What follows belongs to an exercise in optimizing a design on an open flow for small area and a short achievable clock period; a production flow would make more cautious choices. Only simulation tests tie the RTL to the original design; equivalence was not proved. Power is estimated from default activity; no workload was simulated.

xenon:
==> module regfile, before the edit <==
module regfile (input  logic        clk, we3,
                input  logic [31:0] sel1,
                input  logic [30:0] sel2,
                input  logic [63:0] ext1,
                input  logic [4:0]  wa3,
                input  logic [63:0] wd3,
                output logic [63:0] rd1, rd2);
	logic [63:0] regs [31];
	logic [10:0][63:0] x1, x2;
	genvar k;
	generate
		for (k = 0; k < 10; k++) begin : grp
			aoi222 p1 (.s0(sel1[3*k]), .s1(sel1[3*k+1]), .s2(sel1[3*k+2]),
			           .d0(regs[3*k]), .d1(regs[3*k+1]), .d2(regs[3*k+2]), .y(x1[k]));
			aoi222 p2 (.s0(sel2[3*k]), .s1(sel2[3*k+1]), .s2(sel2[3*k+2]),
			           .d0(regs[3*k]), .d1(regs[3*k+1]), .d2(regs[3*k+2]), .y(x2[k]));
		end
	endgenerate
	aoi22 p1_last (.s0(sel1[30]), .s1(sel1[31]), .d0(regs[30]), .d1(ext1), .y(x1[10]));
	nand_sel p2_last (.s0(sel2[30]), .d0(regs[30]), .y(x2[10]));
	nand11 o1 (.x(x1), .y(rd1));
	nand11 o2 (.x(x2), .y(rd2));
	always_ff @(posedge clk)
		if (we3) regs[wa3] <= wd3;
endmodule
==> module processor_arm, before the edit <==
module processor_arm #(parameter N = 64)
	(input  logic CLOCK_50, reset,
	 output logic [N-1:0] IM_addr,
	 input  logic [31:0] IM_readData,
	 output logic [N-1:0] DM_writeData, DM_addr,
	 output logic DM_writeEnable, DM_readEnable,
	 input  logic [N-1:0] DM_readData);
	logic clk;
	assign clk = CLOCK_50;
	logic [63:2] pc;
	logic [31:0] ins;
	logic [10:0] op;
	assign ins = IM_readData;
	assign op  = ins[31:21];
	logic [63:2] pc_o, pc_next;
	assign IM_addr = {pc_o, 2'b00};
	logic [4:0] ra1, ra2;
	assign ra1 = ins[9:5];
	assign ra2 = ins[28] ? ins[4:0] : ins[20:16];
	logic dADD, dSUB, dAND, dORR, dLD, dST, dCBZ;
	assign dADD = (op == 11'b10001011000);
	assign dSUB = (op == 11'b11001011000);
	assign dAND = (op == 11'b10001010000);
	assign dORR = (op == 11'b10101010000);
	assign dLD  = (op == 11'b11111000010);
	assign dST  = (op == 11'b11111000000);
	assign dCBZ = (op[10:3] == 8'b10110100);
	logic [63:2] f_pc;
	logic [31:0] f_s1;
	logic [30:0] f_s2;
	logic [4:0]  f_rd;
	logic [18:0] f_off;
	logic        f_sub, f_and, f_orr, f_immD;
	logic        f_ld, f_st, f_cbz, f_rw;
	always_ff @(posedge clk) begin
		f_pc  <= pc;
		for (int i = 0; i < 31; i++) begin
			f_s1[i] <= ~dCBZ & (ra1 == i[4:0]);
			f_s2[i] <= (ra2 == i[4:0]);
		end
		f_s1[31] <= dCBZ;
		f_rd  <= ins[4:0];
		f_off <= ins[23:5];
		f_sub <= dSUB;
		f_and <= dAND;
		f_orr <= dORR;
		f_immD <= dLD | dST;
	end
	always_ff @(posedge clk, posedge reset)
		if (reset) begin
			f_ld <= 1'b0; f_st <= 1'b0; f_cbz <= 1'b0; f_rw <= 1'b0;
		end else begin
			f_ld  <= dLD;
			f_st  <= dST;
			f_cbz <= dCBZ;
			f_rw  <= (dADD | dSUB | dAND | dORR | dLD) & (ins[4:0] != 5'd31);
		end
	logic [63:0] rd1, rd2;
	logic        m_rw, m_ld;
	logic [4:0]  m_rd;
	logic [63:0] m_res, wd;
	regfile registers (.clk(clk), .we3(m_rw), .sel1(f_s1), .sel2(f_s2),
	                   .ext1({f_pc, 2'b00}), .wa3(m_rd), .wd3(wd), .rd1(rd1), .rd2(rd2));
	logic [63:0] bop;
	always_comb begin
		if (f_immD)     bop = {{55{f_off[15]}}, f_off[15:7]};
		else if (f_cbz) bop = {{43{f_off[18]}}, f_off, 2'b00};
		else            bop = rd2 ^ {64{f_sub}};
	end
	logic [63:0] ga, pa;
	assign ga = rd1 & bop;
	assign pa = rd1 ^ bop;
	logic g0, p0;
	assign p0 = f_sub ? (rd1[0] ^ rd2[0]) : pa[0];
	assign g0 = f_sub ? (rd1[0] | ~rd2[0]) : ga[0];
	logic [63:0] e_g, e_p, e_sd;
	logic [4:0]  e_rd;
	logic        e_and, e_orr;
	logic        e_ld, e_st, e_cbz, e_rw;
	always_ff @(posedge clk) begin
		e_g    <= {ga[63:1], g0};
		e_p    <= {pa[63:1], p0};
		e_sd   <= rd2;
		e_rd   <= f_rd;
		e_and  <= f_and;
		e_orr  <= f_orr;
	end
	always_ff @(posedge clk, posedge reset)
		if (reset) begin
			e_ld <= 1'b0; e_st <= 1'b0; e_cbz <= 1'b0; e_rw <= 1'b0;
		end else begin
			e_ld  <= f_ld;
			e_st  <= f_st;
			e_cbz <= f_cbz;
			e_rw  <= f_rw;
		end
	logic [63:0] sum, res;
	logic        zero;
	adder alu_add (.g0(e_g), .p0(e_p), .s(sum));
	assign res  = e_and ? e_g : e_orr ? (e_g | e_p) : sum;
	assign zero = (e_sd == 64'b0);
	logic [63:0] m_sd;
	logic        m_st, m_taken, m_ldsel;
	always_ff @(posedge clk) begin
		m_res <= res;
		m_ldsel <= e_ld;     
		m_sd  <= e_sd;
		m_rd  <= e_rd;
	end
	always_ff @(posedge clk, posedge reset)
		if (reset) begin
			m_ld <= 1'b0; m_st <= 1'b0; m_taken <= 1'b0; m_rw <= 1'b0;
		end else begin
			m_ld    <= e_ld;
			m_st    <= e_st;
			m_taken <= e_cbz & zero;
			m_rw    <= e_rw;
		end
	assign DM_addr        = m_res;
	assign DM_writeData   = m_sd;
	assign DM_writeEnable = m_st;
	assign DM_readEnable  = m_ld;
	assign wd = m_ldsel ? DM_readData : m_res;
	logic [63:2] pc_inc;
	incr pc_add (.a(pc), .y(pc_inc));
	assign pc_next = m_taken ? m_res[63:2] : pc_inc;
	always_ff @(posedge clk, posedge reset)
		if (reset) pc <= 62'b0;
		else       pc <= pc_next;
	flopr #(62) pc_out (.clk(clk), .reset(reset), .d(pc_next), .q(pc_o));
endmodule
Settings: LEC_CHECK=0, CAP_MARGIN=20, CORE_MARGIN=2, CORE_UTILIZATION=50, CTS_CLUSTER_DIAMETER=100, CTS_CLUSTER_SIZE=20, SETUP_SLACK_MARGIN=4.2, SLEW_MARGIN=20, SYNTH_HIERARCHICAL=1; clock period 7.0 ns.
standard.sh (not shown) runs the stock make flow with config.mk's settings and CLKGATE_MAP_FILE= SYNTH_SCRIPT=/design/flow/synth_recipe.tcl, a recipe that flattens the netlist after the stock synthesis.
==> flow/flow/run.sh <==
#!/bin/bash
# Layout flow: the standard ORFS flow (standard synthesis unchanged), with
# the I/O port buffers made with buf_4 instead of the default pick and with
# cell sizing not restricted to the same footprint. Each tool's output goes
# to its own log file in this folder (ORFS keeps per-step logs in orfs/logs).
set -euo pipefail
export BUFFER_PORTS_ARGS="-buffer_cell sky130_fd_sc_hd__buf_4"
bash standard.sh synth > synth.log 2>&1
bash standard.sh MATCH_CELL_FOOTPRINT=0 finish > layout.log 2>&1
Here is what was changed in the inputs of garnet compared with xenon.
-- flow/design.v --
<<< xenon, line 63
		else       q <= d;
endmodule
module regfile (input  logic        clk, we3,
                input  logic [31:0] sel1,
                input  logic [30:0] sel2,
                input  logic [63:0] ext1,
                input  logic [4:0]  wa3,
                input  logic [63:0] wd3,
                output logic [63:0] rd1, rd2);
>>> garnet, line 63
		else       q <= d;
endmodule
module regfile (input  logic        clk,
                input  logic [30:0] we,
                input  logic [31:0] sel1,
                input  logic [30:0] sel2,
                input  logic [63:0] ext1,
                input  logic [63:0] wd3,
                output logic [63:0] rd1, rd2);
<<< xenon, line 86
	nand11 o2 (.x(x2), .y(rd2));
	always_ff @(posedge clk)
		if (we3) regs[wa3] <= wd3;
endmodule
module aoi222 (input  logic s0, s1, s2,
>>> garnet, line 86
	nand11 o2 (.x(x2), .y(rd2));
	always_ff @(posedge clk)
		for (int i = 0; i < 31; i++)
			if (we[i]) regs[i] <= wd3;
endmodule
module aoi222 (input  logic s0, s1, s2,
<<< xenon, line 168
		end
	logic [63:0] rd1, rd2;
	logic        m_rw, m_ld;
	logic [4:0]  m_rd;
	logic [63:0] m_res, wd;
	regfile registers (.clk(clk), .we3(m_rw), .sel1(f_s1), .sel2(f_s2),
	                   .ext1({f_pc, 2'b00}), .wa3(m_rd), .wd3(wd), .rd1(rd1), .rd2(rd2));
	logic [63:0] bop;
	always_comb begin
>>> garnet, line 169
		end
	logic [63:0] rd1, rd2;
	logic        m_ld;
	logic [30:0] m_we;
	logic [63:0] m_res, wd;
	regfile registers (.clk(clk), .we(m_we), .sel1(f_s1), .sel2(f_s2),
	                   .ext1({f_pc, 2'b00}), .wd3(wd), .rd1(rd1), .rd2(rd2));
	logic [63:0] bop;
	always_comb begin
<<< xenon, line 217
		m_ldsel <= e_ld;     
		m_sd  <= e_sd;
		m_rd  <= e_rd;
	end
	always_ff @(posedge clk, posedge reset)
		if (reset) begin
			m_ld <= 1'b0; m_st <= 1'b0; m_taken <= 1'b0; m_rw <= 1'b0;
		end else begin
			m_ld    <= e_ld;
			m_st    <= e_st;
			m_taken <= e_cbz & zero;
			m_rw    <= e_rw;
		end
	assign DM_addr        = m_res;
>>> garnet, line 218
		m_ldsel <= e_ld;     
		m_sd  <= e_sd;
	end
	always_ff @(posedge clk, posedge reset)
		if (reset) begin
			m_ld <= 1'b0; m_st <= 1'b0; m_taken <= 1'b0; m_we <= 31'b0;
		end else begin
			m_ld    <= e_ld;
			m_st    <= e_st;
			m_taken <= e_cbz & zero;
			for (int i = 0; i < 31; i++) m_we[i] <= e_rw & (e_rd == i[4:0]);
		end
	assign DM_addr        = m_res;
### Flow results
Peak supply drop (garnet vs. xenon) increases by more than 10%
Delta (garnet minus xenon): final-layout worst hold slack neither gained nor lost much, cell count after synthesis now sits higher, share of total power in the clock network flat.
Diff xenon -> garnet: met2 usage in global routing higher, global router's overall resource usage higher, path length in cells of the critical path lower, part of the power in combinational logic higher.
Looking at cell with the biggest individual delay on the critical path, the dfrtp_2 result is from garnet; the or3_4 one comes from xenon.
Summary of garnet over xenon: met3 demand-to-capacity share in global routing went up 2.6 points; non-clock buffer count went down 44; core utilization went down 0.60 points.

separate check: timing with driven ports:
How much do the figures lean on ideal ports? The routed layouts below were timed once more, with nothing changed but the port constraints.
Step 1 sets driving cells, clkbuf_16 on the clock port and buf_2 on the other inputs (assumed; they add their load-dependent delay and slew).
Step 2, shift: input delay + t, output delay - t, t = (earliest + latest rising clock arrival at the registers) / 2. This alone moves slack from input paths to output paths.
Three values: ideal ports, drivers, drivers and shift; two values: the first two.
run | t (ns) | slack for setup (ns) | clock arrival spread, ns | worst register clock-pin slew, ns
xenon | 0.959 | 3.964 / 3.964 / 3.964 | 0.049 / 0.049 | 0.09 / 0.09
garnet | 0.946 | 4.051 / 3.964 / 4.032 | 0.033 / 0.032 | 0.09 / 0.09
After both steps setup and hold are still met in every run listed. The setup slack of garnet, which loses most, moves by -0.087 ns with the drivers and by -0.019 ns with both steps. Setup slack includes reset recovery checks.
